What follows belongs to an exercise in optimizing a design on an open flow for small area; a production flow would make more cautious choices. Where RTL was checked, it was by simulation tests only, not by an equivalence proof against the original. Power is estimated from default activity; no workload was simulated. The flow treats the clock pin as an ideal source, which a real chip does not have.

Design tasks2do, start of the top module:
module tasks2do (
   input             clk8,
   input             reset8,
   input             ce1,
   input      [3:0]  cmd_inst,
   input      [27:0] cmd_data,
   input             timeout_done,
   input             prog_busy,
   input             frame_busy,
   input             neo_busy,
   input             disp_sel_n,
   output reg        frame_start,
   output reg [25:0] frame_data,
   output reg        shared_done,
   output     [7:0]  neo_size,
   output     [1:0]  disp_addr,
   output            chng_disp
);
Settings: LEC_CHECK=0, CAP_MARGIN=20, CORE_MARGIN=2, CORE_UTILIZATION=70, CTS_BUF_LIST=sky130_fd_sc_hd__clkbuf_16, CTS_CLUSTER_DIAMETER=100, CTS_CLUSTER_SIZE=26, SLEW_MARGIN=20; clock period 10.0 ns.
run.sh (not shown) runs the stock make flow with config.mk's settings and CLKGATE_MAP_FILE= SYNTH_SCRIPT=/design/flow/synth_recipe.tcl, a recipe that flattens the netlist after the stock synthesis.
The baseline produced a clean layout.
Next try:
- CTS_CLUSTER_SIZE: 26 -> 28
Effect:
- The changed run finished with timing, DRC and antenna clean
- power shrinks slightly
- critical path depth is unchanged
- global-route usage shrinks by 0.24 points
- non-clock buffer count is unchanged
- sequential cell count is unchanged
- clock power barely changes
- maximum frequency stays flat
- sequential share of layout area is about the same
- count of clock-buffer cells in the layout shrinks by 1
No functional check of the RTL was part of any run of this note.


tasks2do, a different RTL version from the one above (not shown whole).
Size in the first run: roughly 2000 cells after synthesis, roughly 490 flip-flops, roughly 0.024 mm2 of cells after synthesis.
==> flow/config.mk <==
export PLATFORM = sky130hd
export DESIGN_NAME = tasks2do
export DESIGN_NICKNAME = tasks2do
export VERILOG_FILES = /design/flow/design.v
export SDC_FILE = /design/flow/constraint.sdc
export NUM_CORES = 4
export LEC_CHECK = 0
export CAP_MARGIN = 20
export CORE_MARGIN = 2
export CORE_UTILIZATION = 70
export SLEW_MARGIN = 20
==> flow/constraint.sdc <==
create_clock -name core_clock -period 10.0 [get_ports {clk8}]
set_input_delay 2.0000 -clock core_clock [delete_from_list [all_inputs] [get_ports {clk8}]]
set_output_delay 2.0000 -clock core_clock [all_outputs]
set_load 0.01 [all_outputs]
standard.sh (not shown) runs the stock make flow with config.mk's settings and CLKGATE_MAP_FILE= SYNTH_SCRIPT=/design/flow/synth_recipe.tcl, a recipe that flattens the netlist after the stock synthesis.
==> flow/flow/run.sh <==
#!/bin/bash
# Layout: the standard flow (standard.sh), with two changes passed to
# ORFS through its own variables: the port buffers are buf_1 cells, and the
# clock tree uses clkbuf_16 cells on clusters of up to 28 flip-flops without
# dummy loads.  The whole output goes to standard.log here; ORFS keeps each
# step's log under orfs/logs.
set -euo pipefail
export BUFFER_PORTS_ARGS="-buffer_cell sky130_fd_sc_hd__buf_1"
export CTS_ARGS="-sink_clustering_enable -repair_clock_nets -sink_clustering_size 28 -sink_clustering_max_diameter 100 -buf_list sky130_fd_sc_hd__clkbuf_16 -dont_use_dummy_load"
bash standard.sh > standard.log 2>&1
The starting point passed the timing, DRC and antenna checks.
==> next run, changes <==
==> flow/flow/run.sh (replaced) <==
#!/bin/bash
# Layout: the standard flow (standard.sh) with three changes:
#  - synthesis maps the logic with the ABC script flow/area.abc (area-oriented
#    mapping) instead of ORFS's speed script; everything else in the
#    synthesis script, and so every register, is unchanged;
#  - the port buffers are buf_1 cells;
#  - the clock tree uses clkbuf_16 cells on clusters of up to 28 flip-flops,
#    without dummy loads.
# The whole output goes to standard.log here; ORFS keeps each step's log
# under orfs/logs.
set -euo pipefail
here=$(pwd)
# the synthesis script: synth_recipe.tcl with ABC's script replaced
{
   head -n 1 synth_recipe.tcl
   echo "proc abc {args} { set i [lsearch \$args -script]; lset args [expr {\$i+1}] $here/flow/area.abc; yosys abc {*}\$args }"
   tail -n +2 synth_recipe.tcl
} > area_synth.tcl
sed "s|$here/synth_recipe.tcl|$here/area_synth.tcl|g" standard.sh > area_standard.sh
grep -q area_synth.tcl area_standard.sh
export BUFFER_PORTS_ARGS="-buffer_cell sky130_fd_sc_hd__buf_1"
export CTS_ARGS="-sink_clustering_enable -repair_clock_nets -sink_clustering_size 28 -sink_clustering_max_diameter 100 -buf_list sky130_fd_sc_hd__clkbuf_16 -dont_use_dummy_load"
bash area_standard.sh > standard.log 2>&1
==> flow/flow/area.abc (new file) <==
strash
dch
amap
strash
dch
amap
strash
dch
amap
topo
After rerunning:
- wire length grows by 3.5%
- count of clock-buffer cells in the layout stays the same
- global-route usage went up by 2.1 points
- final area shrinks by 3.7%
- synthesized area went down by 5.5%
- hold slack is worse by 0.0032 ns
- clock power is lower by about 0.9%
- flip-flop and latch count is unchanged


Setup of job 9726:
tasks2do, a different RTL version from the one above (not shown whole).
For scale: roughly 1900 cells after synthesis, roughly 490 flip-flops, roughly 79 I/O pins, about 20000 um2 of cells after synthesis.
Settings: LEC_CHECK=0, CAP_MARGIN=10, CORE_MARGIN=2, CORE_UTILIZATION=70, SLEW_MARGIN=10; clock period 10.0 ns.
==> flow/flow/run.sh <==
#!/bin/bash
# Layout: the standard flow (standard.sh) with these changes:
#  - synthesis maps the logic with the ABC script flow/area.abc (area-only
#    standard-cell mapping, repeated) instead of ORFS's speed script, and
#    leaves adders to that mapping instead of ORFS's half/full-adder cell
#    map (ADDER_MAP_FILE empty); the rest of the synthesis script is
#    unchanged, and it gives the same registers, by name and cell type;
#  - the port buffers are buf_1 cells;
#  - the clock tree uses clkbuf_16 cells on clusters of up to 32 flip-flops,
#    without dummy loads.
# The whole output goes to standard.log here; ORFS keeps each step's log
# under orfs/logs.
set -euo pipefail
here=$(pwd)
# the synthesis script: synth_recipe.tcl with ABC's script replaced
{
   head -n 1 synth_recipe.tcl
   echo "proc abc {args} { set i [lsearch \$args -script]; lset args [expr {\$i+1}] $here/flow/area.abc; yosys abc {*}\$args }"
   tail -n +2 synth_recipe.tcl
} > area_synth.tcl
sed "s|$here/synth_recipe.tcl|$here/area_synth.tcl|g" standard.sh > area_standard.sh
grep -q area_synth.tcl area_standard.sh
export ADDER_MAP_FILE=
export BUFFER_PORTS_ARGS="-buffer_cell sky130_fd_sc_hd__buf_1"
export CTS_ARGS="-sink_clustering_enable -repair_clock_nets -sink_clustering_size 32 -sink_clustering_max_diameter 100 -buf_list sky130_fd_sc_hd__clkbuf_16 -dont_use_dummy_load"
bash area_standard.sh > standard.log 2>&1
==> flow/flow/area.abc <==
strash
dch
amap -m -F 2 -A 8
strash
dch
amap -m -F 2 -A 8
strash
dch
amap -m -F 2 -A 8
strash
dch
amap -m -F 2 -A 8
strash
dch
amap -m -F 2 -A 8
topo
Edits applied to the flow inputs when going from job 9726 to job 269:
diff --git a/flow/flow/run.sh b/flow/flow/run.sh
--- a/flow/flow/run.sh
+++ b/flow/flow/run.sh
@@ -8,3 +8,3 @@
 #  - the port buffers are buf_1 cells;
-#  - the clock tree uses clkbuf_16 cells on clusters of up to 32 flip-flops,
+#  - the clock tree uses clkbuf_16 cells on clusters of up to 28 flip-flops,
 #    without dummy loads.
@@ -24,3 +24,3 @@
 export BUFFER_PORTS_ARGS="-buffer_cell sky130_fd_sc_hd__buf_1"
-export CTS_ARGS="-sink_clustering_enable -repair_clock_nets -sink_clustering_size 32 -sink_clustering_max_diameter 100 -buf_list sky130_fd_sc_hd__clkbuf_16 -dont_use_dummy_load"
+export CTS_ARGS="-sink_clustering_enable -repair_clock_nets -sink_clustering_size 28 -sink_clustering_max_diameter 100 -buf_list sky130_fd_sc_hd__clkbuf_16 -dont_use_dummy_load"
 bash area_standard.sh > standard.log 2>&1
Notes after the runs:
[diff] power after layout, job 269 relative to job 9726: regression. Worst hold slack was lower in the run labelled job 269. | portion of the clock cycle consumed by the worst path in the final layout | job 269 vs job 9726 | 0.67 points higher |. Looking at end of the critical path, the set_lites_0.palette[68]$_SDFFCE_PP0P_ result is from job 269; the set_lites_0.palette[71]$_SDFFCE_PP1P_ one comes from job 9726. Job 269 reports a higher area added between synthesis and finish than job 9726 does.
What job 3427 does differently from job 269 at the input level:
diff --git a/flow/flow/run.sh b/flow/flow/run.sh
--- a/flow/flow/run.sh
+++ b/flow/flow/run.sh
@@ -24,3 +24,3 @@
 export BUFFER_PORTS_ARGS="-buffer_cell sky130_fd_sc_hd__buf_1"
-export CTS_ARGS="-sink_clustering_enable -repair_clock_nets -sink_clustering_size 28 -sink_clustering_max_diameter 100 -buf_list sky130_fd_sc_hd__clkbuf_16 -dont_use_dummy_load"
+export CTS_ARGS="-sink_clustering_enable -repair_clock_nets -sink_clustering_size 14 -sink_clustering_max_diameter 60 -buf_list sky130_fd_sc_hd__clkbuf_8 -dont_use_dummy_load"
 bash area_standard.sh > standard.log 2>&1
diff --git a/flow/config.mk b/flow/config.mk
--- a/flow/config.mk
+++ b/flow/config.mk
@@ -7,5 +7,5 @@
 export LEC_CHECK = 0
-export CAP_MARGIN = 10
+export CAP_MARGIN = 20
 export CORE_MARGIN = 2
 export CORE_UTILIZATION = 70
-export SLEW_MARGIN = 10
+export SLEW_MARGIN = 20
Findings:
- Comparing met3 track demand over resource in global routing for job 3427 and job 269, the bigger number came from job 3427.
- Post-route fraction of the period consumed by the critical path: job 3427 and job 269 compared, lower one is job 3427
- Per the comparison of job 3427 with job 269, number of H-tree levels +1, cell area after synthesis closely matched the old numbers, final design area excluding fillers rose about 0.47%.
- Job 3427 vs job 269 — proportion of total power due to net switching rose 0.63 points.
- From job 269 to job 3427 the numbers moved as follows: sequential share of power has decreased; buffer share of cell area has remained practically unchanged.
Edits applied to the flow inputs when going from job 3427 to job 9161:
diff --git a/flow/flow/run.sh b/flow/flow/run.sh
--- a/flow/flow/run.sh
+++ b/flow/flow/run.sh
@@ -24,3 +24,3 @@
 export BUFFER_PORTS_ARGS="-buffer_cell sky130_fd_sc_hd__buf_1"
-export CTS_ARGS="-sink_clustering_enable -repair_clock_nets -sink_clustering_size 14 -sink_clustering_max_diameter 60 -buf_list sky130_fd_sc_hd__clkbuf_8 -dont_use_dummy_load"
+export CTS_ARGS="-sink_clustering_enable -repair_clock_nets -sink_clustering_size 32 -sink_clustering_max_diameter 100 -buf_list sky130_fd_sc_hd__clkbuf_16 -dont_use_dummy_load"
 bash area_standard.sh > standard.log 2>&1
Notes after the runs:
- Count of fill cells added during filler insertion in job 9161 is 24 higher than in job 3427
- In the flow results for job 3427 and job 9161, the via count of the first global-routing pass is smaller on job 9161.
- Job 9161 vs job 3427, endpoint of the most critical setup path: set_lites_0.palette[142]$_DFFE_PP_ vs set_lites_0.palette[140]$_DFFE_PP_
- In the tables for job 3427 and job 9161, headroom to the max-slew limit reads higher with job 9161.
Input-level comparison between job 2664 and job 9161:
diff --git a/flow/flow/run.sh b/flow/flow/run.sh
--- a/flow/flow/run.sh
+++ b/flow/flow/run.sh
@@ -8,3 +8,3 @@
 #  - the port buffers are buf_1 cells;
-#  - the clock tree uses clkbuf_16 cells on clusters of up to 28 flip-flops,
+#  - the clock tree uses clkbuf_16 cells on clusters of up to 32 flip-flops,
 #    without dummy loads.
diff --git a/flow/config.mk b/flow/config.mk
--- a/flow/config.mk
+++ b/flow/config.mk
@@ -7,5 +7,5 @@
 export LEC_CHECK = 0
-export CAP_MARGIN = 20
+export CAP_MARGIN = 10
 export CORE_MARGIN = 2
-export CORE_UTILIZATION = 70
-export SLEW_MARGIN = 20
+export CORE_UTILIZATION = 78
+export SLEW_MARGIN = 10
## What came out
Total chip power: higher on job 2664. Job 2664 vs. job 9161: overall die width went down by 5.1%. Between job 2664 and job 9161, the die boundary height is higher for job 9161. Against job 9161, job 2664 comes in about 1.5% higher on power per unit of standard cell area. Going from job 9161 to job 2664, register-to-register slack -0.20 ns; number of cells on the critical path climbed 2.
Modified inputs, job 6838 compared to job 2664
diff --git a/flow/flow/run.sh b/flow/flow/run.sh
--- a/flow/flow/run.sh
+++ b/flow/flow/run.sh
@@ -8,3 +8,3 @@
 #  - the port buffers are buf_1 cells;
-#  - the clock tree uses clkbuf_16 cells on clusters of up to 32 flip-flops,
+#  - the clock tree uses clkbuf_16 cells on clusters of up to 28 flip-flops,
 #    without dummy loads.
@@ -24,3 +24,3 @@
 export BUFFER_PORTS_ARGS="-buffer_cell sky130_fd_sc_hd__buf_1"
-export CTS_ARGS="-sink_clustering_enable -repair_clock_nets -sink_clustering_size 32 -sink_clustering_max_diameter 100 -buf_list sky130_fd_sc_hd__clkbuf_16 -dont_use_dummy_load"
+export CTS_ARGS="-sink_clustering_enable -repair_clock_nets -sink_clustering_size 28 -sink_clustering_max_diameter 100 -buf_list sky130_fd_sc_hd__clkbuf_16 -dont_use_dummy_load"
 bash area_standard.sh > standard.log 2>&1
diff --git a/flow/config.mk b/flow/config.mk
--- a/flow/config.mk
+++ b/flow/config.mk
@@ -7,5 +7,5 @@
 export LEC_CHECK = 0
-export CAP_MARGIN = 10
+export CAP_MARGIN = 20
 export CORE_MARGIN = 2
-export CORE_UTILIZATION = 78
-export SLEW_MARGIN = 10
+export CORE_UTILIZATION = 70
+export SLEW_MARGIN = 20
--- outcome ---
Job 6838 finished every step from synthesis to the final layout, and the layout passed the timing, DRC and antenna checks.
Job 6838 packs its core more loosely than job 2664.
The longest individual stage delay on the worst path of job 6838 falls short of that of job 2664 by 0.20 ns.
Job 6838 has less setup slack than job 2664.

-- what the ideal ports hide --
Ports are ideal in the flow. The routed layouts listed here were re-timed in OpenROAD. Step 1 (the two cells are an assumption about what drives the block):
set clk [get_ports {clk8}]
set_driving_cell -lib_cell sky130_fd_sc_hd__clkbuf_16 $clk
set_driving_cell -lib_cell sky130_fd_sc_hd__buf_2 [delete_from_list [all_inputs] $clk]
Step 2 also shifts input and output timing later by t, the mid clock arrival at the registers, as if the neighbouring blocks saw the same clock. a / b / c = ideal ports / drivers / drivers and shift; a / b = the first two.
run | shift t [ns] | slack for setup (ns) | worst setup path after step 2 | cell pins on the clock port's net
the first run of note 1 | 0.614 | 6.003 / 5.947 / 5.618 | input to register | 1
the second run of note 1 | 0.619 | 6.001 / 5.944 / 5.578 | input to register | 1
the first run of note 2 | 0.603 | 5.963 / 5.999 / 5.396 | input to register | 1
the second run of note 2 | 0.587 | 5.696 / 5.696 / 5.352 | input to register | 1
job 9726 | 0.562 | 5.882 / 5.878 / 5.316 | input to register | 1
job 269 | 0.576 | 5.815 / 5.808 / 5.232 | input to register | 1
job 3427 | 0.609 | 5.874 / 5.868 / 5.259 | input to register | 1
job 9161 | 0.559 | 5.882 / 5.875 / 5.315 | input to register | 1
job 2664 | 0.565 | 5.893 / 5.892 / 5.327 | input to register | 1
job 6838 | 0.578 | 5.888 / 5.881 / 5.303 | input to register | 1
After both steps setup and hold are still met in every run listed. For job 3427, which loses most, drivers alone change the setup slack by -0.006 ns; drivers and shift together by -0.615 ns.
